Source: an optimization exercise on an open RTL-to-GDS flow (aim: small area and a short achievable clock period). Production flows keep margins and buffers that such runs may drop.
Where RTL was checked, it was by simulation tests only, not by an equivalence proof against the original.
No functional check of the RTL was part of runs 1, 3 and 4.
No activity file was given, so power comes from the tool's default toggle rates.

**design/flow/design.v**
```verilog
`timescale 1ns/100ps
module pipelined_divider (input             clock,
                          input             reset,
                          input             input_valid,
                          input       [5:0] input_tag,
                          input      [23:0] divisor,
                          input      [31:0] dividend,
                          output reg        output_valid,
                          output reg  [5:0] output_tag,
                          output reg [31:0] quotient,
                          output reg [31:0] remainder);
    wire       in_z = (divisor == 24'd0);
    wire       v0 = input_valid;
    wire [5:0] t0 = input_tag;
    wire [31:0] a0 = dividend ^ {32{dividend[31]}};   
    wire [23:0] d0 = {divisor[23:1], divisor[0] | in_z};
    wire       z0 = in_z;
    wire       n0 = dividend[31];
    wire [31:0] x0 = a0;
    wire [1:0] x2 = {x0[31], x0[30]};
    wire [1:0] dl2 = d0[1:0];
    wire hz2 = (d0[23:2] == 22'd0);
    wire [3:0] dl2_3 = {2'd0, dl2} + {1'd0, dl2, 1'b0};
    wire [4:0] s2_1 = {3'd0, x2} - {3'd0, dl2};
    wire [4:0] s2_2 = {3'd0, x2} - {2'd0, dl2, 1'b0};
    wire [4:0] s2_3 = {3'd0, x2} - {1'd0, dl2_3};
    wire c2_1 = hz2 & ~s2_1[4], c2_2 = hz2 & ~s2_2[4], c2_3 = hz2 & ~s2_3[4];
    wire [1:0] r2_c = c2_2 ? (c2_3 ? s2_3[1:0] : s2_2[1:0]) : (c2_1 ? s2_1[1:0] : x2[1:0]);
    reg        v1, n1, z1;
    reg  [5:0] t1;
    reg [23:0] d1;
    reg [29:0] a1;
    reg [31:30] q1;
    reg [1:0] r1;
    always @(posedge clock) begin
        v1 <= reset ? 1'b0 : v0;
        t1 <= t0;
        n1 <= n0;
        z1 <= z0;
        d1 <= d0;
        a1 <= x0[29:0];
        q1 <= {c2_2, (c2_2 ? c2_3 : c2_1)};
        r1 <= r2_c;
    end
    wire [3:0] x4 = {r1, a1[29], a1[28]};
    wire [3:0] dl4 = d1[3:0];
    wire hz4 = (d1[23:4] == 20'd0);
    wire [5:0] dl4_3 = {2'd0, dl4} + {1'd0, dl4, 1'b0};
    wire [6:0] s4_1 = {3'd0, x4} - {3'd0, dl4};
    wire [6:0] s4_2 = {3'd0, x4} - {2'd0, dl4, 1'b0};
    wire [6:0] s4_3 = {3'd0, x4} - {1'd0, dl4_3};
    wire c4_1 = hz4 & ~s4_1[6], c4_2 = hz4 & ~s4_2[6], c4_3 = hz4 & ~s4_3[6];
    wire [3:0] r4_c = c4_2 ? (c4_3 ? s4_3[3:0] : s4_2[3:0]) : (c4_1 ? s4_1[3:0] : x4[3:0]);
    wire [5:0] x6 = {r4_c, a1[27], a1[26]};
    wire [5:0] dl6 = d1[5:0];
    wire hz6 = (d1[23:6] == 18'd0);
    wire [7:0] dl6_3 = {2'd0, dl6} + {1'd0, dl6, 1'b0};
    wire [8:0] s6_1 = {3'd0, x6} - {3'd0, dl6};
    wire [8:0] s6_2 = {3'd0, x6} - {2'd0, dl6, 1'b0};
    wire [8:0] s6_3 = {3'd0, x6} - {1'd0, dl6_3};
    wire c6_1 = hz6 & ~s6_1[8], c6_2 = hz6 & ~s6_2[8], c6_3 = hz6 & ~s6_3[8];
    wire [5:0] r6_c = c6_2 ? (c6_3 ? s6_3[5:0] : s6_2[5:0]) : (c6_1 ? s6_1[5:0] : x6[5:0]);
    reg        v2, n2, z2;
    reg  [5:0] t2;
    reg [23:0] d2;
    reg [25:0] a2;
    reg [31:26] q2;
    reg [5:0] r2;
    always @(posedge clock) begin
        v2 <= reset ? 1'b0 : v1;
        t2 <= t1;
        n2 <= n1;
        z2 <= z1;
        d2 <= d1;
        a2 <= a1[25:0];
        q2 <= {q1, c4_2, (c4_2 ? c4_3 : c4_1), c6_2, (c6_2 ? c6_3 : c6_1)};
        r2 <= r6_c;
    end
    wire [7:0] x8 = {r2, a2[25], a2[24]};
    wire [7:0] dl8 = d2[7:0];
    wire hz8 = (d2[23:8] == 16'd0);
    wire [9:0] dl8_3 = {2'd0, dl8} + {1'd0, dl8, 1'b0};
    wire [10:0] s8_1 = {3'd0, x8} - {3'd0, dl8};
    wire [10:0] s8_2 = {3'd0, x8} - {2'd0, dl8, 1'b0};
    wire [10:0] s8_3 = {3'd0, x8} - {1'd0, dl8_3};
    wire c8_1 = hz8 & ~s8_1[10], c8_2 = hz8 & ~s8_2[10], c8_3 = hz8 & ~s8_3[10];
    wire [7:0] r8_c = c8_2 ? (c8_3 ? s8_3[7:0] : s8_2[7:0]) : (c8_1 ? s8_1[7:0] : x8[7:0]);
    reg        v3, n3, z3;
    reg  [5:0] t3;
    reg [23:0] d3;
    reg [23:0] a3;
    reg [31:24] q3;
    reg [7:0] r3;
    always @(posedge clock) begin
        v3 <= reset ? 1'b0 : v2;
        t3 <= t2;
        n3 <= n2;
        z3 <= z2;
        d3 <= d2;
        a3 <= a2[23:0];
        q3 <= {q2, c8_2, (c8_2 ? c8_3 : c8_1)};
        r3 <= r8_c;
    end
    wire [9:0] x10 = {r3, a3[23], a3[22]};
    wire [9:0] dl10 = d3[9:0];
    wire hz10 = (d3[23:10] == 14'd0);
    wire [11:0] dl10_3 = {2'd0, dl10} + {1'd0, dl10, 1'b0};
    wire [12:0] s10_1 = {3'd0, x10} - {3'd0, dl10};
    wire [12:0] s10_2 = {3'd0, x10} - {2'd0, dl10, 1'b0};
    wire [12:0] s10_3 = {3'd0, x10} - {1'd0, dl10_3};
    wire c10_1 = hz10 & ~s10_1[12], c10_2 = hz10 & ~s10_2[12], c10_3 = hz10 & ~s10_3[12];
    wire [9:0] r10_c = c10_2 ? (c10_3 ? s10_3[9:0] : s10_2[9:0]) : (c10_1 ? s10_1[9:0] : x10[9:0]);
    reg        v4, n4, z4;
    reg  [5:0] t4;
    reg [23:0] d4;
    reg [21:0] a4;
    reg [31:22] q4;
    reg [9:0] r4;
    always @(posedge clock) begin
        v4 <= reset ? 1'b0 : v3;
        t4 <= t3;
        n4 <= n3;
        z4 <= z3;
        d4 <= d3;
        a4 <= a3[21:0];
        q4 <= {q3, c10_2, (c10_2 ? c10_3 : c10_1)};
        r4 <= r10_c;
    end
    wire [11:0] x12 = {r4, a4[21], a4[20]};
    wire [11:0] dl12 = d4[11:0];
    wire hz12 = (d4[23:12] == 12'd0);
    wire [13:0] dl12_3 = {2'd0, dl12} + {1'd0, dl12, 1'b0};
    wire [14:0] s12_1 = {3'd0, x12} - {3'd0, dl12};
    wire [14:0] s12_2 = {3'd0, x12} - {2'd0, dl12, 1'b0};
    wire [14:0] s12_3 = {3'd0, x12} - {1'd0, dl12_3};
    wire c12_1 = hz12 & ~s12_1[14], c12_2 = hz12 & ~s12_2[14], c12_3 = hz12 & ~s12_3[14];
    wire [11:0] r12_c = c12_2 ? (c12_3 ? s12_3[11:0] : s12_2[11:0]) : (c12_1 ? s12_1[11:0] : x12[11:0]);
    reg        v5, n5, z5;
    reg  [5:0] t5;
    reg [23:0] d5;
    reg [19:0] a5;
    reg [31:20] q5;
    reg [11:0] r5;
    always @(posedge clock) begin
        v5 <= reset ? 1'b0 : v4;
        t5 <= t4;
        n5 <= n4;
        z5 <= z4;
        d5 <= d4;
        a5 <= a4[19:0];
        q5 <= {q4, c12_2, (c12_2 ? c12_3 : c12_1)};
        r5 <= r12_c;
    end
    wire [13:0] x14 = {r5, a5[19], a5[18]};
    wire [13:0] dl14 = d5[13:0];
    wire hz14 = (d5[23:14] == 10'd0);
    wire [15:0] dl14_3 = {2'd0, dl14} + {1'd0, dl14, 1'b0};
    wire [16:0] s14_1 = {3'd0, x14} - {3'd0, dl14};
    wire [16:0] s14_2 = {3'd0, x14} - {2'd0, dl14, 1'b0};
    wire [16:0] s14_3 = {3'd0, x14} - {1'd0, dl14_3};
    wire c14_1 = hz14 & ~s14_1[16], c14_2 = hz14 & ~s14_2[16], c14_3 = hz14 & ~s14_3[16];
    wire [13:0] r14_c = c14_2 ? (c14_3 ? s14_3[13:0] : s14_2[13:0]) : (c14_1 ? s14_1[13:0] : x14[13:0]);
    reg        v6, n6, z6;
    reg  [5:0] t6;
    reg [23:0] d6;
    reg [25:0] d3_6;
    reg [17:0] a6;
    reg [31:18] q6;
    reg [13:0] r6;
    always @(posedge clock) begin
        v6 <= reset ? 1'b0 : v5;
        t6 <= t5;
        n6 <= n5;
        z6 <= z5;
        d6 <= d5;
        d3_6 <= {2'd0, d5} + {1'd0, d5, 1'b0};
        a6 <= a5[17:0];
        q6 <= {q5, c14_2, (c14_2 ? c14_3 : c14_1)};
        r6 <= r14_c;
    end
    wire [15:0] x16 = {r6, a6[17], a6[16]};
    wire [26:0] s16_1 = {11'd0, x16} - {3'd0, d6};
    wire [26:0] s16_2 = {11'd0, x16} - {2'd0, d6, 1'b0};
    wire [26:0] s16_3 = {11'd0, x16} - {1'd0, d3_6};
    wire c16_1 = ~s16_1[26], c16_2 = ~s16_2[26], c16_3 = ~s16_3[26];
    wire [15:0] r16_c = c16_2 ? (c16_3 ? s16_3[15:0] : s16_2[15:0]) : (c16_1 ? s16_1[15:0] : x16[15:0]);
    reg        v7, n7, z7;
    reg  [5:0] t7;
    reg [23:0] d7;
    reg [25:0] d3_7;
    reg [15:0] a7;
    reg [31:16] q7;
    reg [15:0] r7;
    always @(posedge clock) begin
        v7 <= reset ? 1'b0 : v6;
        t7 <= t6;
        n7 <= n6;
        z7 <= z6;
        d7 <= d6;
        d3_7 <= d3_6;
        a7 <= a6[15:0];
        q7 <= {q6, c16_2, (c16_2 ? c16_3 : c16_1)};
        r7 <= r16_c;
    end
    wire [17:0] x18 = {r7, a7[15], a7[14]};
    wire [26:0] s18_1 = {9'd0, x18} - {3'd0, d7};
    wire [26:0] s18_2 = {9'd0, x18} - {2'd0, d7, 1'b0};
    wire [26:0] s18_3 = {9'd0, x18} - {1'd0, d3_7};
    wire c18_1 = ~s18_1[26], c18_2 = ~s18_2[26], c18_3 = ~s18_3[26];
    wire [17:0] r18_c = c18_2 ? (c18_3 ? s18_3[17:0] : s18_2[17:0]) : (c18_1 ? s18_1[17:0] : x18[17:0]);
    reg        v8, n8, z8;
    reg  [5:0] t8;
    reg [23:0] d8;
    reg [25:0] d3_8;
    reg [13:0] a8;
    reg [31:14] q8;
    reg [17:0] r8;
    always @(posedge clock) begin
        v8 <= reset ? 1'b0 : v7;
        t8 <= t7;
        n8 <= n7;
        z8 <= z7;
        d8 <= d7;
        d3_8 <= d3_7;
        a8 <= a7[13:0];
        q8 <= {q7, c18_2, (c18_2 ? c18_3 : c18_1)};
        r8 <= r18_c;
    end
    wire [19:0] x20 = {r8, a8[13], a8[12]};
    wire [26:0] s20_1 = {7'd0, x20} - {3'd0, d8};
    wire [26:0] s20_2 = {7'd0, x20} - {2'd0, d8, 1'b0};
    wire [26:0] s20_3 = {7'd0, x20} - {1'd0, d3_8};
    wire c20_1 = ~s20_1[26], c20_2 = ~s20_2[26], c20_3 = ~s20_3[26];
    wire [19:0] r20_c = c20_2 ? (c20_3 ? s20_3[19:0] : s20_2[19:0]) : (c20_1 ? s20_1[19:0] : x20[19:0]);
    reg        v9, n9, z9;
    reg  [5:0] t9;
    reg [23:0] d9;
    reg [25:0] d3_9;
    reg [11:0] a9;
    reg [31:12] q9;
    reg [19:0] r9;
    always @(posedge clock) begin
        v9 <= reset ? 1'b0 : v8;
        t9 <= t8;
        n9 <= n8;
        z9 <= z8;
        d9 <= d8;
        d3_9 <= d3_8;
        a9 <= a8[11:0];
        q9 <= {q8, c20_2, (c20_2 ? c20_3 : c20_1)};
        r9 <= r20_c;
    end
    wire [21:0] x22 = {r9, a9[11], a9[10]};
    wire [26:0] s22_1 = {5'd0, x22} - {3'd0, d9};
    wire [26:0] s22_2 = {5'd0, x22} - {2'd0, d9, 1'b0};
    wire [26:0] s22_3 = {5'd0, x22} - {1'd0, d3_9};
    wire c22_1 = ~s22_1[26], c22_2 = ~s22_2[26], c22_3 = ~s22_3[26];
    wire [21:0] r22_c = c22_2 ? (c22_3 ? s22_3[21:0] : s22_2[21:0]) : (c22_1 ? s22_1[21:0] : x22[21:0]);
    reg        v10, n10, z10;
    reg  [5:0] t10;
    reg [23:0] d10;
    reg [25:0] d3_10;
    reg [9:0] a10;
    reg [31:10] q10;
    reg [21:0] r10;
    always @(posedge clock) begin
        v10 <= reset ? 1'b0 : v9;
        t10 <= t9;
        n10 <= n9;
        z10 <= z9;
        d10 <= d9;
        d3_10 <= d3_9;
        a10 <= a9[9:0];
        q10 <= {q9, c22_2, (c22_2 ? c22_3 : c22_1)};
        r10 <= r22_c;
    end
    wire [23:0] x24 = {r10, a10[9], a10[8]};
    wire [26:0] s24_1 = {3'd0, x24} - {3'd0, d10};
    wire [26:0] s24_2 = {3'd0, x24} - {2'd0, d10, 1'b0};
    wire [26:0] s24_3 = {3'd0, x24} - {1'd0, d3_10};
    wire c24_1 = ~s24_1[26], c24_2 = ~s24_2[26], c24_3 = ~s24_3[26];
    wire [23:0] r24_c = c24_2 ? (c24_3 ? s24_3[23:0] : s24_2[23:0]) : (c24_1 ? s24_1[23:0] : x24[23:0]);
    reg        v11, n11, z11;
    reg  [5:0] t11;
    reg [23:0] d11;
    reg [25:0] d3_11;
    reg [7:0] a11;
    reg [31:8] q11;
    reg [23:0] r11;
    always @(posedge clock) begin
        v11 <= reset ? 1'b0 : v10;
        t11 <= t10;
        n11 <= n10;
        z11 <= z10;
        d11 <= d10;
        d3_11 <= d3_10;
        a11 <= a10[7:0];
        q11 <= {q10, c24_2, (c24_2 ? c24_3 : c24_1)};
        r11 <= r24_c;
    end
    wire [25:0] x26 = {r11, a11[7], a11[6]};
    wire [26:0] s26_1 = {1'd0, x26} - {3'd0, d11};
    wire [26:0] s26_2 = {1'd0, x26} - {2'd0, d11, 1'b0};
    wire [26:0] s26_3 = {1'd0, x26} - {1'd0, d3_11};
    wire c26_1 = ~s26_1[26], c26_2 = ~s26_2[26], c26_3 = ~s26_3[26];
    wire [23:0] r26_c = c26_2 ? (c26_3 ? s26_3[23:0] : s26_2[23:0]) : (c26_1 ? s26_1[23:0] : x26[23:0]);
    reg        v12, n12, z12;
    reg  [5:0] t12;
    reg [23:0] d12;
    reg [25:0] d3_12;
    reg [5:0] a12;
    reg [31:6] q12;
    reg [23:0] r12;
    always @(posedge clock) begin
        v12 <= reset ? 1'b0 : v11;
        t12 <= t11;
        n12 <= n11;
        z12 <= z11;
        d12 <= d11;
        d3_12 <= d3_11;
        a12 <= a11[5:0];
        q12 <= {q11, c26_2, (c26_2 ? c26_3 : c26_1)};
        r12 <= r26_c;
    end
    wire [25:0] x28 = {r12, a12[5], a12[4]};
    wire [26:0] s28_1 = {1'd0, x28} - {3'd0, d12};
    wire [26:0] s28_2 = {1'd0, x28} - {2'd0, d12, 1'b0};
    wire [26:0] s28_3 = {1'd0, x28} - {1'd0, d3_12};
    wire c28_1 = ~s28_1[26], c28_2 = ~s28_2[26], c28_3 = ~s28_3[26];
    wire [23:0] r28_c = c28_2 ? (c28_3 ? s28_3[23:0] : s28_2[23:0]) : (c28_1 ? s28_1[23:0] : x28[23:0]);
    reg        v13, n13, z13;
    reg  [5:0] t13;
    reg [23:0] d13;
    reg [25:0] d3_13;
    reg [3:0] a13;
    reg [31:4] q13;
    reg [23:0] r13;
    always @(posedge clock) begin
        v13 <= reset ? 1'b0 : v12;
        t13 <= t12;
        n13 <= n12;
        z13 <= z12;
        d13 <= d12;
        d3_13 <= d3_12;
        a13 <= a12[3:0];
        q13 <= {q12, c28_2, (c28_2 ? c28_3 : c28_1)};
        r13 <= r28_c;
    end
    wire [25:0] x30 = {r13, a13[3], a13[2]};
    wire [26:0] s30_1 = {1'd0, x30} - {3'd0, d13};
    wire [26:0] s30_2 = {1'd0, x30} - {2'd0, d13, 1'b0};
    wire [26:0] s30_3 = {1'd0, x30} - {1'd0, d3_13};
    wire c30_1 = ~s30_1[26], c30_2 = ~s30_2[26], c30_3 = ~s30_3[26];
    wire [23:0] r30_c = c30_2 ? (c30_3 ? s30_3[23:0] : s30_2[23:0]) : (c30_1 ? s30_1[23:0] : x30[23:0]);
    reg        v14, n14, z14;
    reg  [5:0] t14;
    reg [23:0] d14;
    reg [25:0] d3_14;
    reg [1:0] a14;
    reg [31:2] q14;
    reg [23:0] r14;
    always @(posedge clock) begin
        v14 <= reset ? 1'b0 : v13;
        t14 <= t13;
        n14 <= n13;
        z14 <= z13;
        d14 <= d13;
        d3_14 <= d3_13;
        a14 <= a13[1:0];
        q14 <= {q13, c30_2, (c30_2 ? c30_3 : c30_1)};
        r14 <= r30_c;
    end
    wire [25:0] x32 = {r14, a14[1], a14[0]};
    wire [26:0] s32_1 = {1'd0, x32} - {3'd0, d14};
    wire [26:0] s32_2 = {1'd0, x32} - {2'd0, d14, 1'b0};
    wire [26:0] s32_3 = {1'd0, x32} - {1'd0, d3_14};
    wire c32_1 = ~s32_1[26], c32_2 = ~s32_2[26], c32_3 = ~s32_3[26];
    wire [23:0] r32_c = c32_2 ? (c32_3 ? s32_3[23:0] : s32_2[23:0]) : (c32_1 ? s32_1[23:0] : x32[23:0]);
    wire [31:0] qf = {q14, c32_2, (c32_2 ? c32_3 : c32_1)};
    wire [23:0] rf = r32_c;
    reg        v15, n15, z15;
    reg  [5:0] t15;
    reg [31:0] q15;
    reg [23:0] r15;
    reg [23:0] d15;
    always @(posedge clock) begin
        d15 <= d14;
        v15 <= reset ? 1'b0 : v14;
        t15 <= t14;
        n15 <= n14;
        z15 <= z14;
        q15 <= qf;
        r15 <= rf;
    end
    wire        ex = ({1'b0, r15} + 25'd1) == {1'b0, d15};
    wire [31:0] qn = -q15;
    wire [31:0] qs = n15 ? (ex ? ~q15 : qn) : q15;
    wire [31:0] rs = n15 ? (ex ? 32'd0 : ~{8'd0, r15}) : {8'd0, r15};
    wire [31:0] qa = q15 ^ {32{n15}};   
    always @(posedge clock) begin
        output_valid <= reset ? 1'b0 : v15;
        output_tag <= t15;
        quotient <= z15 ? {{31{~n15}}, 1'b1} : qs;
        remainder <= z15 ? qa : rs;
    end
endmodule
```
**design/flow/flow/run.sh**
```bash
#!/bin/bash
set -euo pipefail
here=$(cd "$(dirname "$0")" && pwd)
source "$here/vars.sh"
bash standard.sh > flow.log 2>&1
```
**design/flow/flow/vars.sh**
```bash
# ORFS variables for this flow (see run.sh)
# No full-adder cell mapping in synthesis: ABC maps the adders itself.
export ADDER_MAP_FILE=
# Port buffers: a plain buffer rather than the default pick (a delay cell).
export BUFFER_PORTS_ARGS="-buffer_cell sky130_fd_sc_hd__buf_2"
```
**design/flow/standard.sh**
```bash
#!/bin/bash
# synth_recipe.tcl (not shown) runs the flow's synth.tcl, then flattens the netlist and writes it again
# the make line also repeats each setting of config.mk as NAME=value (left out here)
make -C /OpenROAD-flow-scripts/flow DESIGN_CONFIG=/design/flow/config.mk WORK_HOME=/design/flow/orfs CLKGATE_MAP_FILE= SYNTH_SCRIPT=/design/flow/synth_recipe.tcl "${@:-finish}"
```
**design/flow/config.mk**
```make
export PLATFORM = sky130hd
export DESIGN_NAME = pipelined_divider
export DESIGN_NICKNAME = pipelined_divider
export VERILOG_FILES = /design/flow/design.v
export SDC_FILE = /design/flow/constraint.sdc
export NUM_CORES = 4
export LEC_CHECK = 0
export ABC_AREA = 1
export ABC_CLOCK_PERIOD_IN_PS = 3000
export CAP_MARGIN = 20
export CORE_MARGIN = 2
export CORE_UTILIZATION = 40
export CTS_CLUSTER_DIAMETER = 80
export CTS_CLUSTER_SIZE = 30
export SETUP_SLACK_MARGIN = 4.25
export SLEW_MARGIN = 20
```
**design/flow/constraint.sdc**
```tcl
create_clock -name core_clock -period 7.0 [get_ports {clock}]
set_input_delay 1.4000 -clock core_clock [delete_from_list [all_inputs] [get_ports {clock}]]
set_output_delay 1.4000 -clock core_clock [all_outputs]
set_load 0.01 [all_outputs]
```
==> results.cfg, run 1 <==
[run_status]
outcome = complete, no violations

[cts]
cts.path.max_buffers = 3
clockRootBuffer = clkbuf_16
clk_latency_ps = 780
path_clk_slew_ps = 100
cts_tree = yes
cts_sinks = 1519
numCtsBuffers = 99
htreeDepth = 3

[yosys]
syn_area_um2 = 77450
yosysWarnings = 1
synth_seq_cells = 1519
yosysUniqueCellTypes = 78
synth_edf_count = 0
ys_seq_area_frac = 0.3926
ys.flop_type = dfxtp_1
synth.area.top_cells = dfxtp_1 39%, nor2_1 11%, nand2_1 11%
synth_area_leader_cell = dfxtp_1
async_reset_ff_frac = 0
postSynthAreaPerCell_um2 = 6.660
postSynthCellCount = 11630
synth_top_area_frac = 0.3926

[drt]
first_pass_iters = 8
wl_um = 274000
vias_per_cell = 5.200
post_drt_wl_per_cell_um = 18.41
vias = 77390
drt-initial-drc-count = 6302
drtAntennaViolNets = 0
drc = 0

[die]
die_h_um = 444.0
fp.dieW_um = 444.0
row_count = 161
coreArea_um2 = 192400
die_area_um2 = 197200
boundaryPins = 136
start_util = 0.4026

[critical_path]
path_class = register to register
cp_data_arrival_time_ps = 3620
critPathLaunchType = register
critPathCaptureType = register
worst-path-max-fanout = 6
crit_required_ps = 7640

[power_and_ir_drop]
irDropWorstVdd_mv = 0.2189
report.power.total_uw = 37090
p_per_area_nw_per_um2 = 384.1
power_leakage_uw = 0.04525

[final_layout]
final_area_um2 = 96580
fill_cells = 19050
drive_above_1_share = 0.2218
nNetsFinal = 12350
syn_to_final_growth_pct = 24.69

[sta]
fin_tns_setup_ps = 0
fin_crit_ps = 2971
max_slew_margin = 0.3345
setup_violations = 0
hold_violations = 0
min_period_over_period = 0.4245
tightest_slew_ps = 998.3
rsz0062_at_grt = yes
drv_slew = 0
fmax_mhz = 336.6
clock-skew-final_ps = 29.87

[global_route]
grt_pass1_wl_um = 404100
grt_max_degree = 104
grt_overflow = 0
antenna_found_initial = 11
first_global_vias = 71450
grt.total_usage = 0.2590

[placed_design]
placed_area_um2 = 80720
hpwl_um = 206300
io_buffers = 135
gp_congestion = 1.004

[hold_path]
hold_path.class = register to register

[job]
maxCapViolCount = 0
-- worst max-delay path, stage by stage (launching register included) --
cell     delay, ps
dfxtp_1        580
nand2_1        230
nor2_1         180
nand3_2        100
or3_4          380
xor2_4         170
nor2_2         100
nand2_2         70
nor2_4         130
buf_12         150
nand3_4        140
buf_6          190
nand2_1         60
o21ai_2         50
nand2_1         60
nand2_1        100
nand2_1         80
nand2_1         70
-- timing repair --
action | CTS | global route
setup endpoints to repair | 343 | 331
buffers inserted | 193 | 313
hold buffers | 0 | 0
resized for setup | 876 | 1581
pin swaps | 142 | 417
endpoints found under the hold margin | 0 | 0
gates cloned | 28 | 21
-- final timing paths --
path | startpoint | to | slack (ps) | cells after the start
max reg2reg | r15[14]$_DFF_P_ | quotient[12]$_DFF_P_ | 4030 | 17
min reg2reg | a7[3]$_DFF_P_ | a8[3]$_DFF_P_ | 330 | 0
min | a7[3]$_DFF_P_ | a8[3]$_DFF_P_ | 330 | 0
max | r15[14]$_DFF_P_ | quotient[12]$_DFF_P_ | 4030 | 17
-- through the flow --
step	setup WS (ps)	utilization	cells	hold WS [ps]
after floorplan	4592	-	11630	309.6
after CTS	4077	0.4633	14550	325.7
final	4029	0.5020	14880	325.7
after global placement	2388	0.4196	14150	309.6
after global routing	3910	0.5020	14880	324.4
after detailed placement	2380	0.4196	14150	312.1
-- per-layer routing --
metal,vias up,track usage,routed length [um]
li1,38410,-,-
met1,35940,0.3259,115900
met2,2460,0.4418,128800
met3,581,0.02853,13910
met4,4,0.1232,15490
met5,-,0,27
-- sequential cells by signal, summed over array words and instances, names as in the netlist, 26 cells and up --
| signal | flops |
|---|---|
| d3_11 | 26 |
| a2 | 26 |
| q14 | 30 |
| d3_13 | 26 |
| d3_14 | 26 |
| remainder | 32 |
| a1 | 30 |
| q13 | 28 |
| d3_10 | 26 |
| d3_9 | 26 |
| d3_12 | 26 |
| d3_8 | 26 |
| quotient | 32 |
| d3_6 | 26 |
| d3_7 | 26 |
| q12 | 26 |
| q15 | 32 |
-- placed cells by master (no fill, tap or decap), types with 22 or more instances in the layout --
cell type	instances
a21o_1	32
a21oi_1	646
a21oi_2	116
a21oi_4	36
a31oi_1	60
buf_12	45
buf_2	138
buf_4	456
buf_6	43
clkbuf_16	112
clkinvlp_4	30
dfxtp_1	1217
dfxtp_2	174
dfxtp_4	128
inv_1	1558
inv_2	167
nand2_1	1890
nand2_2	240
nand2_4	56
nand3_1	460
nand3_2	67
nand3_4	24
nand3b_1	22
nand4_1	83
nor2_1	1940
nor2_2	260
nor2_4	103
nor3_1	89
nor4_1	45
nor4_4	22
o211ai_1	131
o21ai_0	485
o21ai_1	176
o21ai_2	89
o21bai_1	36
or2_2	99
xnor2_1	115
xor2_1	456
-- Yosys cell counts (18+ instances only) --
library cell,instances
a211oi_1,18
a21boi_0,25
a21o_1,32
a21oi_1,791
a221oi_1,35
a31oi_1,81
buf_2,51
clkbuf_1,92
dfxtp_1,1519
inv_1,1748
inv_2,22
nand2_1,2170
nand3_1,538
nand3b_1,22
nand4_1,83
nor2_1,2292
nor3_1,111
nor4_1,80
o211ai_1,131
o21ai_0,664
o21ai_1,100
o21bai_1,52
o22ai_1,18
or2_2,105
xnor2_1,120
xor2_1,465
-- power by group --
group          switching, uW  internal [uW]
Sequential              1620           9990
Combinational          12100           6880
Clock                   3570           2960
-- area by class of cell --
| type | count | area [um2] | share of cell area |
|---|---|---|---|
| diodes | 5 | 12.51 | 0.0001296 |
| clock buffers | 106 | 2545 | 0.02635 |
| clock inverters | 66 | 1040 | 0.01077 |
| inverters | 1779 | 6979 | 0.07227 |
| multi-input cells | 8165 | 45500 | 0.4711 |
| flip-flops and latches | 1519 | 31110 | 0.3221 |
| well taps | 2526 | 3161 | 0.03273 |
| repair buffers | 706 | 6132 | 0.06350 |
| repair inverters | 12 | 100.1 | 0.001036 |
-- cells by family (layout without fill, tap and decap cells) --
kind of cell,Yosys count,count (layout),share of synthesized area
other cells,1,7,0.00004842
mux,3,3,0.0003877
flops,1519,1519,0.3926
compound gates,2081,2081,0.1532
simple gates,5483,5494,0.2899
xor+xnor,585,585,0.06615
buf+inv,1957,2669,0.09763
==> run 2, diff against run 1 <==
--- a/design/flow/design.v
+++ b/design/flow/design.v
@@ -383,7 +383,7 @@
     reg [31:0] q15;
     reg [23:0] r15;
-    reg [23:0] d15;
+    reg [23:0] dm15;   
     always @(posedge clock) begin
-        d15 <= d14;
+        dm15 <= d14 - 24'd1;
         v15 <= reset ? 1'b0 : v14;
         t15 <= t14;
@@ -393,5 +393,5 @@
         r15 <= rf;
     end
-    wire        ex = ({1'b0, r15} + 25'd1) == {1'b0, d15};
+    wire        ex = (r15 == dm15);
     wire [31:0] qn = -q15;
     wire [31:0] qs = n15 ? (ex ? ~q15 : qn) : q15;
==> run 2 against run 1 <==
  * Still clean
  * Combinational power decreased by 7%
  * Global-route usage down 0.99 points
  * Core utilization fell by 1.1 points
  * Synthesized area fell by 0.47%
  * Register-to-register slack better by 100 ps
  * Power is 3.9% lower
  * Synthesized cell count decreased by 1.5%
  * Non-clock buffer count shrank 125
==> results.cfg, run 2 <==
[global_route]
grt_pass1_wl_um = 387600
grt.total_usage = 0.2491
grt_max_degree = 87
first_global_vias = 68280
grt_overflow = 0
antenna_found_initial = 12

[yosys]
syn_area_um2 = 77090
synth_xor_area_frac = 0.07190
postSynthCellCount = 11450
synth_compound_area_frac = 0.1534
synth_edf_count = 0
synth_top_area_frac = 0.3944
yosysMostFrequentCell = nor2_1
synthAdderAreaFrac = 0
synth_area_leader_cell = dfxtp_1
synth_seq_cells = 1519
synth-simple-area-share = 0.2829
synth_top_cells_by_count = 2,234 x nor2_1, 2,109 x nand2_1, 1,717 x inv_1
postSynthAreaPerCell_um2 = 6.731
synth_top_family_by_area = simple AND/OR/NAND/NOR gates
ys_seq_area_frac = 0.3944
async_reset_ff_frac = 0
synth.area.top_cells = dfxtp_1 39%, nor2_1 11%, nand2_1 10%
muxShareOfSynthArea = 0.0002597
yosysWarnings = 1
ys.flop_type = dfxtp_1
yosysUniqueCellTypes = 81

[job]
maxCapViolCount = 0

[die]
die_area_um2 = 196300
row_count = 161
die_h_um = 443.0
coreArea_um2 = 192000
start_util = 0.4016
boundaryPins = 136
fp.dieW_um = 443.0

[cts]
cts_sinks = 1519
htreeDepth = 3
clk_latency_ps = 790
path_clk_slew_ps = 100
numCtsBuffers = 95
cts.path.max_buffers = 3
clockRootBuffer = clkbuf_16
cts_tree = yes

[critical_path]
cp_data_arrival_time_ps = 3520
crit_end = r2[3]$_DFF_P_
rr_worst_depth = 24
critPathCaptureType = register
worst-path-max-fanout = 7
max_stage_delay_ps = 390
path_class = register to register
critical_path.startpoint = d1[10]$_DFF_P_
reg2reg_from = d1[10]$_DFF_P_
cp_cell_sequence = nor2_2, nand2_1, nor2_4, nand3_4, nor2_4, nand2_2, nor2_4, nand2_4, nand2_4, nand3_4, nand2_4, nand2_4, nand2_4, nand2_2, nand2_2, inv_2, nand3_2, nand2_2, nand2_4, nand2_8, nand2_8, nand2_4, nand3_2, nand2_2
path_common_cell = nand2_4
critPathLaunchType = register
r2r-end = r2[3]$_DFF_P_
r2r_slack_ps = 4130
crit_required_ps = 7650
slowest_stage = dfxtp_4

[final_layout]
syn_to_final_growth_pct = 22.19
final_common_cell = nor2_1
top_regs = q15 x32, quotient x32, remainder x32
layout_common_cells = 1,970 x nor2_1, 1,902 x nand2_1, 1,576 x inv_1, 1,195 x dfxtp_1, 670 x a21oi_1
nNetsFinal = 12060
drive_above_1_share = 0.1965
fill_cells = 19060
final_area_um2 = 94200

[sta]
setup_violations = 0
max_slew_margin = 0.1706
fmax_mhz = 348.8
drv_slew = 0
clock-skew-final_ps = 45.94
rsz0062_at_grt = yes
fin_crit_ps = 2867
min_period_over_period = 0.4095
fin_tns_setup_ps = 0
hold_violations = 0
tightest_slew_ps = 1239

[hold_path]
holdCritStartpoint = q4[23]$_DFF_P_
hold_path.class = register to register

[placed_design]
placed_area_um2 = 80280
gp_congestion = 0.9608
hpwl_um = 197800
io_buffers = 135

[drt]
drc = 0
first_pass_iters = 8
post_drt_wl_per_cell_um = 18.20
drtAntennaViolNets = 0
wl_um = 265600
vias_per_cell = 5.186
vias = 75680
drt-initial-drc-count = 6585

[power_and_ir_drop]
power_leakage_uw = 0.04432
p_per_area_nw_per_um2 = 378.5
irDropWorstVdd_mv = 0.2294

[run_status]
outcome = complete, no violations
==> run 2: routing by layer <==
| metal | wire length, um | track usage |
|---|---|---|
| met2 | 124500 | 0.4234 |
| met1 | 115700 | 0.3282 |
| met3 | 16620 | 0.02875 |
| met5 | 0 | 0 |
| met4 | 8785 | 0.07931 |
==> run 2: metrics by stage <==
| step | hold slack [ps] | worst slack (ps) | total power (uW) | util | std cells |
|---|---|---|---|---|---|
| 2_1_floorplan | 309.6 | 4677 | 21160 | - | 11450 |
| 3_3_place_gp | 309.5 | 2769 | 25210 | 0.4182 | 13970 |
| 3_5_place_dp | 312.1 | 2799 | 25250 | 0.4182 | 13970 |
| 4_1_cts | 310.0 | 4138 | 33330 | 0.4573 | 14290 |
| 5_1_grt | 322.7 | 3968 | 37900 | 0.4907 | 14590 |
| 6_report | 305.4 | 4133 | 35660 | 0.4907 | 14590 |
==> run 2: critical path, delay by kind of cell, from the launching register on <==
family | cells | cell delay, ps
simple gates | 23 | 2290
flops | 1 | 390
buf+inv | 1 | 40
==> run 2: power breakdown <==
group          total (uW)  switching [uW]  internal [uW]
clock                6690            3740           2950
sequential          11400            1490           9950
combinational       17500           11200           6370
==> run 2: area by class of cell <==
class                           instances  area, um2  share of cell area
Antenna cell                            6      15.01           0.0001594
Clock buffer                          101       2430             0.02579
Clock inverter                         66       1315             0.01396
Inverter                             1768       6947             0.07374
Multi-Input combinational cell       8010      43960              0.4667
Sequential cell                      1519      31130              0.3305
Tap cell                             2526       3161             0.03355
Timing Repair Buffer                  581       5099             0.05413
Timing Repair inverter                 16      138.9            0.001474
==> run 2: timing repair <==
action                                  in CTS  in global routing
resized for setup                          706               1312
buffers inserted                           126                275
gates cloned                                25                 26
endpoints found under the setup margin     308                298
pin swaps                                   96                293
hold buffers                                 0                  0
==> run 2: logic make-up (layout without fill, tap and decap cells) <==
family                    Yosys count  in the layout
AOI/OAI and AO/OA                2061           2061
xor gates and xnor gates          632            632
buffers and inverters            1939           2532
DFF                              1519           1519
muxes                               2              2
other                               1              8
and+or+nand+nor                  5299           5313
==> run 2: worst min path at each step <==
stage	to	slack, ps	cells past startpoint
after floorplan	a10[0]$_DFF_P_	310	0
after global placement	z5$_DFF_P_	310	0
after detailed placement	t14[1]$_DFF_P_	310	0
after CTS	q5[23]$_DFF_P_	310	0
after global routing	t11[4]$_DFF_P_	320	0
final	q5[23]$_DFF_P_	310	0
==> run 3, diff against run 2 <==
--- a/design/flow/design.v
+++ b/design/flow/design.v
@@ -18,16 +18,16 @@
     wire       n0 = dividend[31];
     wire [31:0] x0 = a0;
-    wire [1:0] x2 = {x0[31], x0[30]};
-    wire [1:0] dl2 = d0[1:0];
-    wire hz2 = (d0[23:2] == 22'd0);
-    wire [3:0] dl2_3 = {2'd0, dl2} + {1'd0, dl2, 1'b0};
-    wire [4:0] s2_1 = {3'd0, x2} - {3'd0, dl2};
-    wire [4:0] s2_2 = {3'd0, x2} - {2'd0, dl2, 1'b0};
-    wire [4:0] s2_3 = {3'd0, x2} - {1'd0, dl2_3};
-    wire c2_1 = hz2 & ~s2_1[4], c2_2 = hz2 & ~s2_2[4], c2_3 = hz2 & ~s2_3[4];
-    wire [1:0] r2_c = c2_2 ? (c2_3 ? s2_3[1:0] : s2_2[1:0]) : (c2_1 ? s2_1[1:0] : x2[1:0]);
+    wire [0:0] p1 = x0[31];
+    wire [1:0] s1 = {1'b0, p1} - {1'b0, d0[0:0]};
+    wire g1 = (d0[23:1] == 23'd0) & ~s1[1];
+    wire [0:0] r1_c = g1 ? s1[0:0] : p1;
+    wire [1:0] p2 = {r1_c, x0[30]};
+    wire [2:0] s2 = {1'b0, p2} - {1'b0, d0[1:0]};
+    wire g2 = (d0[23:2] == 22'd0) & ~s2[2];
+    wire [1:0] r2_c = g2 ? s2[1:0] : p2;
     reg        v1, n1, z1;
     reg  [5:0] t1;
     reg [23:0] d1;
+    reg [25:0] d3_1;
     reg [29:0] a1;
     reg [31:30] q1;
@@ -39,6 +39,7 @@
         z1 <= z0;
         d1 <= d0;
+        d3_1 <= {2'd0, d0} + {1'd0, d0, 1'b0};
         a1 <= x0[29:0];
-        q1 <= {c2_2, (c2_2 ? c2_3 : c2_1)};
+        q1 <= {g1, g2};
         r1 <= r2_c;
     end
@@ -64,4 +65,5 @@
     reg  [5:0] t2;
     reg [23:0] d2;
+    reg [25:0] d3_2;
     reg [25:0] a2;
     reg [31:26] q2;
@@ -73,4 +75,5 @@
         z2 <= z1;
         d2 <= d1;
+        d3_2 <= d3_1;
         a2 <= a1[25:0];
         q2 <= {q1, c4_2, (c4_2 ? c4_3 : c4_1), c6_2, (c6_2 ? c6_3 : c6_1)};
@@ -89,4 +92,5 @@
     reg  [5:0] t3;
     reg [23:0] d3;
+    reg [25:0] d3_3;
     reg [23:0] a3;
     reg [31:24] q3;
@@ -98,4 +102,5 @@
         z3 <= z2;
         d3 <= d2;
+        d3_3 <= d3_2;
         a3 <= a2[23:0];
         q3 <= {q2, c8_2, (c8_2 ? c8_3 : c8_1)};
@@ -114,4 +119,5 @@
     reg  [5:0] t4;
     reg [23:0] d4;
+    reg [25:0] d3_4;
     reg [21:0] a4;
     reg [31:22] q4;
@@ -123,4 +129,5 @@
         z4 <= z3;
         d4 <= d3;
+        d3_4 <= d3_3;
         a4 <= a3[21:0];
         q4 <= {q3, c10_2, (c10_2 ? c10_3 : c10_1)};
@@ -139,4 +146,5 @@
     reg  [5:0] t5;
     reg [23:0] d5;
+    reg [25:0] d3_5;
     reg [19:0] a5;
     reg [31:20] q5;
@@ -148,4 +156,5 @@
         z5 <= z4;
         d5 <= d4;
+        d3_5 <= d3_4;
         a5 <= a4[19:0];
         q5 <= {q4, c12_2, (c12_2 ? c12_3 : c12_1)};
@@ -174,5 +183,5 @@
         z6 <= z5;
         d6 <= d5;
-        d3_6 <= {2'd0, d5} + {1'd0, d5, 1'b0};
+        d3_6 <= d3_5;
         a6 <= a5[17:0];
         q6 <= {q5, c14_2, (c14_2 ? c14_3 : c14_1)};
@@ -383,7 +392,7 @@
     reg [31:0] q15;
     reg [23:0] r15;
-    reg [23:0] dm15;   
+    reg [23:0] d15;
     always @(posedge clock) begin
-        dm15 <= d14 - 24'd1;
+        d15 <= d14;
         v15 <= reset ? 1'b0 : v14;
         t15 <= t14;
@@ -393,5 +402,5 @@
         r15 <= rf;
     end
-    wire        ex = (r15 == dm15);
+    wire        ex = ({1'b0, r15} + 25'd1) == {1'b0, d15};
     wire [31:0] qn = -q15;
     wire [31:0] qs = n15 ? (ex ? ~q15 : qn) : q15;
==> design/flow/run.sh (new file) <==
#!/bin/bash
# synth_recipe.tcl (not shown) runs the flow's synth.tcl, then flattens the netlist and writes it again
# the make line also repeats each setting of config.mk as NAME=value (left out here)
make -C /OpenROAD-flow-scripts/flow DESIGN_CONFIG=/design/flow/config.mk WORK_HOME=/design/flow/orfs CLKGATE_MAP_FILE= SYNTH_SCRIPT=/design/flow/synth_recipe.tcl finish
==> design/flow/config.mk (replaced) <==
export PLATFORM = sky130hd
export DESIGN_NAME = pipelined_divider
export DESIGN_NICKNAME = pipelined_divider
export VERILOG_FILES = /design/flow/design.v
export SDC_FILE = /design/flow/constraint.sdc
export NUM_CORES = 4
export LEC_CHECK = 0
export ABC_CLOCK_PERIOD_IN_PS = 3000
export CAP_MARGIN = 20
export CORE_MARGIN = 2
export CORE_UTILIZATION = 40
export SETUP_SLACK_MARGIN = 3.6
export SLEW_MARGIN = 20
removed: design/flow/flow/run.sh
removed: design/flow/flow/vars.sh
removed: design/flow/standard.sh
==> run 3 against run 2 <==
  * Core utilization decreased by 0.59 points
  * Clock power increased by 35%
  * Clock-buffer cell count increased by 107
  * Still clean on timing, DRC and antenna
  * Via count decreased by 18%
  * Sequential power increased by 7%
  * Maximum frequency decreased by 37%
  * Routed wire length decreased by 16%
  * Synthesized cell count decreased by 26%
  * Cell area increased by 1.8%
  * Combinational power increased by 4%
  * Largest cell class unchanged
  * Largest power group unchanged
  * Clock skew decreased by 13 ps
  * Worst hold slack got worse by 5.8 ps
==> results.cfg, run 3 <==
[critical_path]
critPathLaunchType = register
worst-path-max-fanout = 6
path_class = register to register
max_stage_delay_ps = 490
crit_required_ps = 7720
slowest_stage = fa_1
cp_cell_sequence = inv_8, fa_1, ha_4, a21o_1, a21oi_2, nor3b_2, and2_4, a21oi_4, a221o_1, inv_2, fa_1, inv_2, ha_4, nor2b_4, o21ai_2, nand2b_1, a21oi_2, nor2b_1, o211ai_1, buf_4, mux2_4, o21ai_2
critPathCaptureType = register
cp_data_arrival_time_ps = 5250

[cts]
cts.path.max_buffers = 3
numCtsBuffers = 165
cts_tree = yes
clockRootBuffer = clkbuf_16
cts_sinks = 1644
htreeDepth = 4
path_clk_slew_ps = 60
clk_latency_ps = 800
hold_buffers = 0

[sta]
clock-skew-final_ps = 33.29
fin_tns_setup_ps = 0
hold_violations = 0
fin_crit_ps = 4528
setup_violations = 0
rsz0062_at_grt = yes
max_slew_margin = 0.3570
tightest_slew_ps = 962.1
min_period_over_period = 0.6468
drv_slew = 0
fmax_mhz = 220.9

[power_and_ir_drop]
power_leakage_uw = 0.04192
p_per_area_nw_per_um2 = 411.3
irDropWorstVdd_mv = 0.2828

[yosys]
synth_compound_area_frac = 0.1818
synthAdderAreaFrac = 0.1472
synth_top_cells_by_count = 1,644 x dfxtp_1, 798 x ha_1, 688 x inv_1
yosysUniqueCellTypes = 90
muxShareOfSynthArea = 0.03396
synth_top_area_frac = 0.4124
synth_edf_count = 0
synth_area_leader_cell = dfxtp_1
synth.area.top_cells = dfxtp_1 41%, ha_1 13%, a21oi_1 3.8%
synth_xor_area_frac = 0.06234
synth_seq_cells = 1644
postSynthCellCount = 8439
synth_top_family_by_area = compound AO/OA/AOI/OAI gates
postSynthAreaPerCell_um2 = 9.456
synth-simple-area-share = 0.1212
yosysWarnings = 1
ys_seq_area_frac = 0.4124
ys.flop_type = dfxtp_1
syn_area_um2 = 79800
yosysMostFrequentCell = dfxtp_1
async_reset_ff_frac = 0

[die]
die_area_um2 = 203100
row_count = 163
die_h_um = 450.7
boundaryPins = 136
fp.dieW_um = 450.7
coreArea_um2 = 197800
start_util = 0.4034

[job]
maxCapViolCount = 0

[drt]
vias_per_cell = 5.338
vias = 62350
drt-initial-drc-count = 4564
drc = 0
wl_um = 222000
first_pass_iters = 6
post_drt_wl_per_cell_um = 19.01
drtAntennaViolNets = 0

[global_route]
grt_util_met3 = 0.02847
grt_pass1_wl_um = 336300
top_usage_layer = met2
grt_max_degree = 73
grt_overflow = 0
first_global_vias = 60620
use_met1 = 0.2640
grt_util_met2 = 0.3522
antenna_found_initial = 6
grt.total_usage = 0.2057

[final_layout]
stdcell_count = 11680
final_common_cell = dfxtp_1
syn_to_final_growth_pct = 20.17
layout_common_cells = 1,584 x dfxtp_1, 757 x ha_1, 641 x inv_1, 626 x nor2_1, 558 x a21oi_1
fill_cells = 18350
final_area_um2 = 95900
top_regs = q15 x32, quotient x32, remainder x32
drive_above_1_share = 0.1369
nNetsFinal = 9852

[placed_design]
gp_congestion = 0.9126
io_buffers = 135
placed_area_um2 = 84500
dpl.cell_count = 11090
hpwl_um = 162600

[run_status]
outcome = complete, no violations

[hold_path]
hold_path.class = register to register
## run 3: cell count changes after synthesis, sizes merged, moves of 153 or more
cell / change
a211oi: +153
a21o: +156
a21oi: -189
ha: +798
inv: -1077
mux2i: +235
nand2: -1722
nand3: -333
nor2: -1628
nor2b: +168
o21ai: -333
xnor2: +208
xor2: -272
## run 3: cell families after synthesis
logic type,after synthesis
AO/OA/AOI/OAI,2227
AND/OR/NAND/NOR,1989
flip-flops,1644
adder cells (fa/ha/maj),886
buffers and inverters,857
XOR/XNOR,568
multiplexers,267
other,1
## run 3: metal layers
metal | vias up | wire length (um)
met5 | - | 0
met2 | 1521 | 105800
met4 | 0 | 7921
met1 | 29600 | 97980
li1 | 30800 | -
met3 | 420 | 10270
## run 3: critical path, delay by kind of cell, from the launching register on
family,cells,cell delay (ps)
AOI/OAI and AO/OA,8,1250
adders and majority gates,4,1400
buffers and inverters,4,410
DFF,1,380
muxes,1,310
and+or+nand+nor,5,710
## run 3: report_power, final
group / switching, uW / internal (uW) / leakage, uW
Sequential: 1420 / 10800 / 0.0138
Combinational: 10000 / 8240 / 0.0254
Clock: 3880 / 5140 / 0.00275
Total: 15300 / 24200 / 0.0419
## run 3: timing repair
| action | 4_1_cts | 5_1_grt |
|---|---|---|
| hold endpoints to repair | 0 | 0 |
| resized for setup | 460 | 400 |
| buffers inserted | 129 | 122 |
| cloned | 18 | 19 |
| setup endpoints to repair | 342 | 295 |
| pin swaps | 114 | 188 |
## run 3: path summary, 6_finish.rpt
kind,from,end,slack [ps],cells past startpoint
setup / recovery,d1[2]$_DFF_P_,r2[1]$_DFF_P_,2470,22
hold / removal,q11[21]$_DFF_P_,q12[21]$_DFF_P_,300,0
setup reg to reg,d1[2]$_DFF_P_,r2[1]$_DFF_P_,2470,22
hold reg to reg,q11[21]$_DFF_P_,q12[21]$_DFF_P_,300,0
## run 3: area by class of cell
cell class,instances,area [um2],area share
antenna,5,12.51,0.0001305
clock buffer,208,4543,0.04737
clock inverter,92,1125,0.01173
inverter,691,2729,0.02846
multi-input combinational,5948,46520,0.4851
sequential,1644,33030,0.3444
tap,2640,3303,0.03444
timing repair buffer,451,4636,0.04834
## run 3: metrics by stage
stage / setup WS (ps) / utilization / total power [uW] / hold slack, ps
after global routing: 2286 / 0.4847 / 41970 / 318.4
after global placement: 1667 / 0.4272 / 27240 / 310.0
after floorplan: 2550 / - / 23510 / 309.6
final: 2472 / 0.4848 / 39450 / 299.7
after CTS: 2550 / 0.4702 / 38190 / 314.2
after detailed placement: 1632 / 0.4272 / 27470 / 312.1
==> run 4, diff against run 3 <==
--- a/design/flow/design.v
+++ b/design/flow/design.v
@@ -18,16 +18,16 @@
     wire       n0 = dividend[31];
     wire [31:0] x0 = a0;
-    wire [0:0] p1 = x0[31];
-    wire [1:0] s1 = {1'b0, p1} - {1'b0, d0[0:0]};
-    wire g1 = (d0[23:1] == 23'd0) & ~s1[1];
-    wire [0:0] r1_c = g1 ? s1[0:0] : p1;
-    wire [1:0] p2 = {r1_c, x0[30]};
-    wire [2:0] s2 = {1'b0, p2} - {1'b0, d0[1:0]};
-    wire g2 = (d0[23:2] == 22'd0) & ~s2[2];
-    wire [1:0] r2_c = g2 ? s2[1:0] : p2;
+    wire [1:0] x2 = {x0[31], x0[30]};
+    wire [1:0] dl2 = d0[1:0];
+    wire hz2 = (d0[23:2] == 22'd0);
+    wire [3:0] dl2_3 = {2'd0, dl2} + {1'd0, dl2, 1'b0};
+    wire [4:0] s2_1 = {3'd0, x2} - {3'd0, dl2};
+    wire [4:0] s2_2 = {3'd0, x2} - {2'd0, dl2, 1'b0};
+    wire [4:0] s2_3 = {3'd0, x2} - {1'd0, dl2_3};
+    wire c2_1 = hz2 & ~s2_1[4], c2_2 = hz2 & ~s2_2[4], c2_3 = hz2 & ~s2_3[4];
+    wire [1:0] r2_c = c2_2 ? (c2_3 ? s2_3[1:0] : s2_2[1:0]) : (c2_1 ? s2_1[1:0] : x2[1:0]);
     reg        v1, n1, z1;
     reg  [5:0] t1;
     reg [23:0] d1;
-    reg [25:0] d3_1;
     reg [29:0] a1;
     reg [31:30] q1;
@@ -39,7 +39,6 @@
         z1 <= z0;
         d1 <= d0;
-        d3_1 <= {2'd0, d0} + {1'd0, d0, 1'b0};
         a1 <= x0[29:0];
-        q1 <= {g1, g2};
+        q1 <= {c2_2, (c2_2 ? c2_3 : c2_1)};
         r1 <= r2_c;
     end
@@ -65,5 +64,4 @@
     reg  [5:0] t2;
     reg [23:0] d2;
-    reg [25:0] d3_2;
     reg [25:0] a2;
     reg [31:26] q2;
@@ -75,5 +73,4 @@
         z2 <= z1;
         d2 <= d1;
-        d3_2 <= d3_1;
         a2 <= a1[25:0];
         q2 <= {q1, c4_2, (c4_2 ? c4_3 : c4_1), c6_2, (c6_2 ? c6_3 : c6_1)};
@@ -92,5 +89,4 @@
     reg  [5:0] t3;
     reg [23:0] d3;
-    reg [25:0] d3_3;
     reg [23:0] a3;
     reg [31:24] q3;
@@ -102,5 +98,4 @@
         z3 <= z2;
         d3 <= d2;
-        d3_3 <= d3_2;
         a3 <= a2[23:0];
         q3 <= {q2, c8_2, (c8_2 ? c8_3 : c8_1)};
@@ -119,5 +114,4 @@
     reg  [5:0] t4;
     reg [23:0] d4;
-    reg [25:0] d3_4;
     reg [21:0] a4;
     reg [31:22] q4;
@@ -129,5 +123,4 @@
         z4 <= z3;
         d4 <= d3;
-        d3_4 <= d3_3;
         a4 <= a3[21:0];
         q4 <= {q3, c10_2, (c10_2 ? c10_3 : c10_1)};
@@ -146,5 +139,4 @@
     reg  [5:0] t5;
     reg [23:0] d5;
-    reg [25:0] d3_5;
     reg [19:0] a5;
     reg [31:20] q5;
@@ -156,5 +148,4 @@
         z5 <= z4;
         d5 <= d4;
-        d3_5 <= d3_4;
         a5 <= a4[19:0];
         q5 <= {q4, c12_2, (c12_2 ? c12_3 : c12_1)};
@@ -183,5 +174,5 @@
         z6 <= z5;
         d6 <= d5;
-        d3_6 <= d3_5;
+        d3_6 <= {2'd0, d5} + {1'd0, d5, 1'b0};
         a6 <= a5[17:0];
         q6 <= {q5, c14_2, (c14_2 ? c14_3 : c14_1)};
@@ -365,5 +356,4 @@
     reg  [5:0] t14;
     reg [23:0] d14;
-    reg [25:0] d3_14;
     reg [1:0] a14;
     reg [31:2] q14;
@@ -375,36 +365,40 @@
         z14 <= z13;
         d14 <= d13;
-        d3_14 <= d3_13;
         a14 <= a13[1:0];
         q14 <= {q13, c30_2, (c30_2 ? c30_3 : c30_1)};
         r14 <= r30_c;
     end
-    wire [25:0] x32 = {r14, a14[1], a14[0]};
-    wire [26:0] s32_1 = {1'd0, x32} - {3'd0, d14};
-    wire [26:0] s32_2 = {1'd0, x32} - {2'd0, d14, 1'b0};
-    wire [26:0] s32_3 = {1'd0, x32} - {1'd0, d3_14};
-    wire c32_1 = ~s32_1[26], c32_2 = ~s32_2[26], c32_3 = ~s32_3[26];
-    wire [23:0] r32_c = c32_2 ? (c32_3 ? s32_3[23:0] : s32_2[23:0]) : (c32_1 ? s32_1[23:0] : x32[23:0]);
-    wire [31:0] qf = {q14, c32_2, (c32_2 ? c32_3 : c32_1)};
-    wire [23:0] rf = r32_c;
+    wire [24:0] p31 = {r14, a14[1]};
+    wire [25:0] s31 = {1'b0, p31} - {2'b0, d14};
+    wire g31 = ~s31[25];
+    wire [23:0] r31_c = g31 ? s31[23:0] : p31[23:0];
     reg        v15, n15, z15;
     reg  [5:0] t15;
-    reg [31:0] q15;
-    reg [23:0] r15;
     reg [23:0] d15;
+    reg [0:0] a15;
+    reg [31:1] q15;
+    reg [23:0] r15;
     always @(posedge clock) begin
-        d15 <= d14;
         v15 <= reset ? 1'b0 : v14;
         t15 <= t14;
         n15 <= n14;
         z15 <= z14;
-        q15 <= qf;
-        r15 <= rf;
-    end
-    wire        ex = ({1'b0, r15} + 25'd1) == {1'b0, d15};
-    wire [31:0] qn = -q15;
-    wire [31:0] qs = n15 ? (ex ? ~q15 : qn) : q15;
-    wire [31:0] rs = n15 ? (ex ? 32'd0 : ~{8'd0, r15}) : {8'd0, r15};
-    wire [31:0] qa = q15 ^ {32{n15}};   
+        d15 <= d14;
+        a15 <= a14[0:0];
+        q15 <= {q14, g31};
+        r15 <= r31_c;
+    end
+    wire [24:0] xf = {r15, a15[0]};
+    wire [25:0] sf = {1'b0, xf} - {2'd0, d15};
+    wire        gf = ~sf[25];
+    wire [23:0] rf = gf ? sf[23:0] : xf[23:0];
+    wire [31:0] qf = {q15, gf};
+    wire [25:0] xi = {1'b0, xf} + 26'd1;
+    wire        ex = gf ? (xi == {1'b0, d15, 1'b0}) : (xi == {2'd0, d15});
+    wire [30:0] qhn = -q15;
+    wire [31:0] qn = gf ? {~q15, 1'b1} : {qhn, 1'b0};   
+    wire [31:0] qs = n15 ? (ex ? ~qf : qn) : qf;
+    wire [31:0] rs = n15 ? (ex ? 32'd0 : ~{8'd0, rf}) : {8'd0, rf};
+    wire [31:0] qa = qf ^ {32{n15}};   
     always @(posedge clock) begin
         output_valid <= reset ? 1'b0 : v15;
==> design/flow/flow/run.sh (new file) <==
#!/bin/bash
set -euo pipefail
here=$(cd "$(dirname "$0")" && pwd)
source "$here/vars.sh"
bash standard.sh > flow.log 2>&1
==> design/flow/flow/vars.sh (new file) <==
# ORFS variables for this flow (see run.sh)
# No full-adder cell mapping in synthesis: ABC maps the adders itself.
export ADDER_MAP_FILE=
# Port buffers: a plain buffer rather than the default pick (a delay cell).
export BUFFER_PORTS_ARGS="-buffer_cell sky130_fd_sc_hd__buf_2"
==> design/flow/standard.sh (new file) <==
#!/bin/bash
# synth_recipe.tcl (not shown) runs the flow's synth.tcl, then flattens the netlist and writes it again
# the make line also repeats each setting of config.mk as NAME=value (left out here)
make -C /OpenROAD-flow-scripts/flow DESIGN_CONFIG=/design/flow/config.mk WORK_HOME=/design/flow/orfs CLKGATE_MAP_FILE= SYNTH_SCRIPT=/design/flow/synth_recipe.tcl "${@:-finish}"
--- a/design/flow/config.mk
+++ b/design/flow/config.mk
@@ -6,8 +6,11 @@
 export NUM_CORES = 4
 export LEC_CHECK = 0
+export ABC_AREA = 1
 export ABC_CLOCK_PERIOD_IN_PS = 3000
 export CAP_MARGIN = 20
 export CORE_MARGIN = 2
 export CORE_UTILIZATION = 40
-export SETUP_SLACK_MARGIN = 3.6
+export CTS_CLUSTER_DIAMETER = 80
+export CTS_CLUSTER_SIZE = 30
+export SETUP_SLACK_MARGIN = 4.25
 export SLEW_MARGIN = 20
removed: design/flow/run.sh
==> run 4 against run 3 <==
  * Synthesized area down 4.7%
  * Combinational power up 12%
  * Final cell count is 28% higher
  * Critical path depth is 3 higher
  * Still clean
  * Highest routed layer is now met5
  * Worst hold slack improved by 12 ps
==> results.cfg, run 4 <==
[yosys]
synth_xor_area_frac = 0.06135
synth_top_family_by_area = simple AND/OR/NAND/NOR gates
synth_seq_cells = 1494
postSynthCellCount = 11590
synthAdderAreaFrac = 0
synth-simple-area-share = 0.3020
synth_area_leader_cell = dfxtp_1
postSynthAreaPerCell_um2 = 6.566
synth_compound_area_frac = 0.1442
synth_edf_count = 0
yosysUniqueCellTypes = 70
async_reset_ff_frac = 0
synth.area.top_cells = dfxtp_1 39%, nand2_1 11%, nor2_1 11%
yosysMostFrequentCell = nand2_1
syn_area_um2 = 76090
ys_seq_area_frac = 0.3931
muxShareOfSynthArea = 0.0003947
synth_top_area_frac = 0.3931
synth_top_cells_by_count = 2,294 x nand2_1, 2,286 x nor2_1, 1,786 x inv_1
ys.flop_type = dfxtp_1
yosysWarnings = 1

[critical_path]
critPathCaptureType = register
critical_path.startpoint = d15[16]$_DFF_P_
critPathLaunchType = register
r2r_slack_ps = 3820
r2r-end = quotient[22]$_DFF_P_
reg2reg_from = d15[16]$_DFF_P_
path_common_cell = buf_4
slowest_stage = dfxtp_2
max_stage_delay_ps = 380
crit_end = quotient[22]$_DFF_P_
rr_worst_depth = 25
worst-path-max-fanout = 8
path_class = register to register
cp_data_arrival_time_ps = 3840
crit_required_ps = 7660

[cts]
cts_sinks = 1494
hold_buffers = 0
path_clk_slew_ps = 100
numCtsBuffers = 97
clockRootBuffer = clkbuf_16
clk_latency_ps = 790
cts_tree = yes
htreeDepth = 3
cts.path.max_buffers = 3

[sta]
hold_violations = 0
drv_slew = 0
fin_crit_ps = 3177
min_period_over_period = 0.4538
tightest_slew_ps = 976.0
setup_violations = 0
fmax_mhz = 314.8
clock-skew-final_ps = 45.85
fin_tns_setup_ps = 0
max_slew_margin = 0.3424
rsz0062_at_grt = yes

[global_route]
antenna_found_initial = 6
grt_max_degree = 118
grt_pass1_wl_um = 404400
first_global_vias = 70940
grt.total_usage = 0.2665
grt_overflow = 0

[die]
boundaryPins = 136
row_count = 160
fp.dieW_um = 440.1
coreArea_um2 = 189600
die_area_um2 = 193700
start_util = 0.4014
die_h_um = 440.1

[final_layout]
top_regs = quotient x32, remainder x32, q15 x31
drive_above_1_share = 0.2430
stdcell_count = 14920
final_common_cell = nand2_1
layout_common_cells = 1,925 x nand2_1, 1,910 x nor2_1, 1,595 x inv_1, 1,150 x dfxtp_1, 601 x a21oi_1
syn_to_final_growth_pct = 28.29
diodes = 0
nNetsFinal = 12400
final_core_util = 0.5149

[drt]
wl_um = 277000
first_pass_iters = 6
post_drt_wl_per_cell_um = 18.57
drc = 0
vias_per_cell = 5.147
drtAntennaViolNets = 0
vias = 76790
drt-initial-drc-count = 5783

[power_and_ir_drop]
report.power.total_uw = 38050
pwr-share-comb = 0.535
p_clk_frac = 0.171
internal_power_uw = 20230
irDropWorstVdd_mv = 0.2556
switching_share = 0.4682
netSwitchingPower_uw = 17820
power_leakage_uw = 0.04592
pwr-share-seq = 0.293
p_per_area_nw_per_um2 = 389.8

[run_status]
outcome = complete, no violations

[placed_design]
gp_congestion = 0.9687
io_buffers = 135
dpl.cell_count = 14120
hpwl_um = 208200

[hold_path]
holdCritStartpoint = a1[1]$_DFF_P_
hold_path.class = register to register

[job]
maxCapViolCount = 0
## run 4: through the flow
step | hold slack [ps] | setup WS, ps | cell area, um2
final | 311.9 | 3823 | 97610
after global routing | 308.8 | 3652 | 97610
after CTS | 305.5 | 3855 | 89800
after detailed placement | 312.1 | 2826 | 79620
after global placement | 309.8 | 2405 | 79610
after floorplan | 309.6 | 4355 | 76090
## run 4: cells by family (layout without fill, tap and decap cells)
| kind of cell | count (synthesis) | in the layout |
|---|---|---|
| and+or+nand+nor | 5634 | 5643 |
| buffers and inverters | 1987 | 2798 |
| AOI/OAI and AO/OA | 1936 | 1936 |
| DFF | 1494 | 1494 |
| xor gates and xnor gates | 533 | 533 |
| muxes | 3 | 3 |
| other | 1 | 2 |
## run 4: timing repair
| item | 4_1_cts | 5_1_grt |
|---|---|---|
| pin swaps | 232 | 485 |
| setup buffers | 270 | 304 |
| resized for setup | 1273 | 1615 |
| setup endpoints to repair | 358 | 333 |
| cloned | 27 | 26 |
## run 4: worst min path at each step
stage / to / slack (ps) / cells past startpoint
5_1_grt: a11[0]$_DFF_P_ / 310 / 0
3_5_place_dp: a2[10]$_DFF_P_ / 310 / 0
4_1_cts: a11[0]$_DFF_P_ / 310 / 0
3_3_place_gp: z2$_DFF_P_ / 310 / 0
6_report: a2[1]$_DFF_P_ / 310 / 0
2_1_floorplan: a10[0]$_DFF_P_ / 310 / 0
## run 4: worst max-delay path: cells and delay by family, from the launching register on
family                 cells  cell delay, ps
buffers and inverters     14            1610
DFF                        1             380
and+or+nand+nor           11            1080
## run 4: metal layers
layer / track usage / vias to the layer above / wire length (um)
li1: - / 38320 / -
met1: 0.3413 / 35810 / 119500
met2: 0.4583 / 2133 / 132200
met3: 0.02732 / 533 / 13240
met4: 0.1047 / 2 / 12060
met5: 0 / - / 13
## run 4: final cells by class
cell class / instances / area, um2
clock inverter: 66 / 1151
multi-input combinational: 8117 / 45710
timing repair buffer: 785 / 7166
timing repair inverter: 14 / 123.9
clock buffer: 105 / 2489
inverter: 1828 / 7134
tap: 2511 / 3142
sequential: 1494 / 30700
fill: 18580 / 91970
## run 4: power by group through the flow
stage / clock network, uW / logic, uW / registers [uW]
after floorplan: 0 / 10400 / 10500
after detailed placement: 0 / 14600 / 11100
after CTS: 6720 / 17200 / 11000
after global placement: 0 / 14700 / 11100
final: 6520 / 20400 / 11200
after global routing: 7040 / 22100 / 11300

## re-timing with driven ports
The results above use ideal ports. As a check the final layouts listed here were re-extracted and re-timed, cells and wires unchanged.
Step 1 (the two cells are an assumption about what drives the block):
set clk [get_ports {clock}]
set_driving_cell -lib_cell sky130_fd_sc_hd__clkbuf_16 $clk
set_driving_cell -lib_cell sky130_fd_sc_hd__buf_2 [delete_from_list [all_inputs] $clk]
Step 2 moves the port delays by t, midway between the first and last clock arrival at a register: inputs arrive t later, outputs are due t later. That takes back most of the time a late clock gives input paths.
Slacks: ideal ports / drivers / drivers and shift; pairs: ideal ports / drivers.
| run | shift t [ns] | setup WS [ns] | worst setup path at the end | clock arrival spread, ns | worst slew at a driven data input, ns |
|---|---|---|---|---|---|
| run 1 | 0.849 | 4.029 / 4.029 / 4.029 | register to register | 0.046 / 0.046 | 0.05 |
| run 2 | 0.854 | 4.133 / 4.133 / 3.633 | input to register | 0.056 / 0.056 | 0.12 |
| run 3 | 0.867 | 2.472 / 2.472 / 2.454 | input to register | 0.038 / 0.038 | 0.14 |
| run 4 | 0.857 | 3.823 / 3.823 / 3.823 | register to register | 0.053 / 0.053 | 0.06 |
After both steps every run listed still meets setup and hold. For run 2, which loses most, drivers alone change the setup slack by 0.000 ns; drivers and shift together by -0.500 ns.
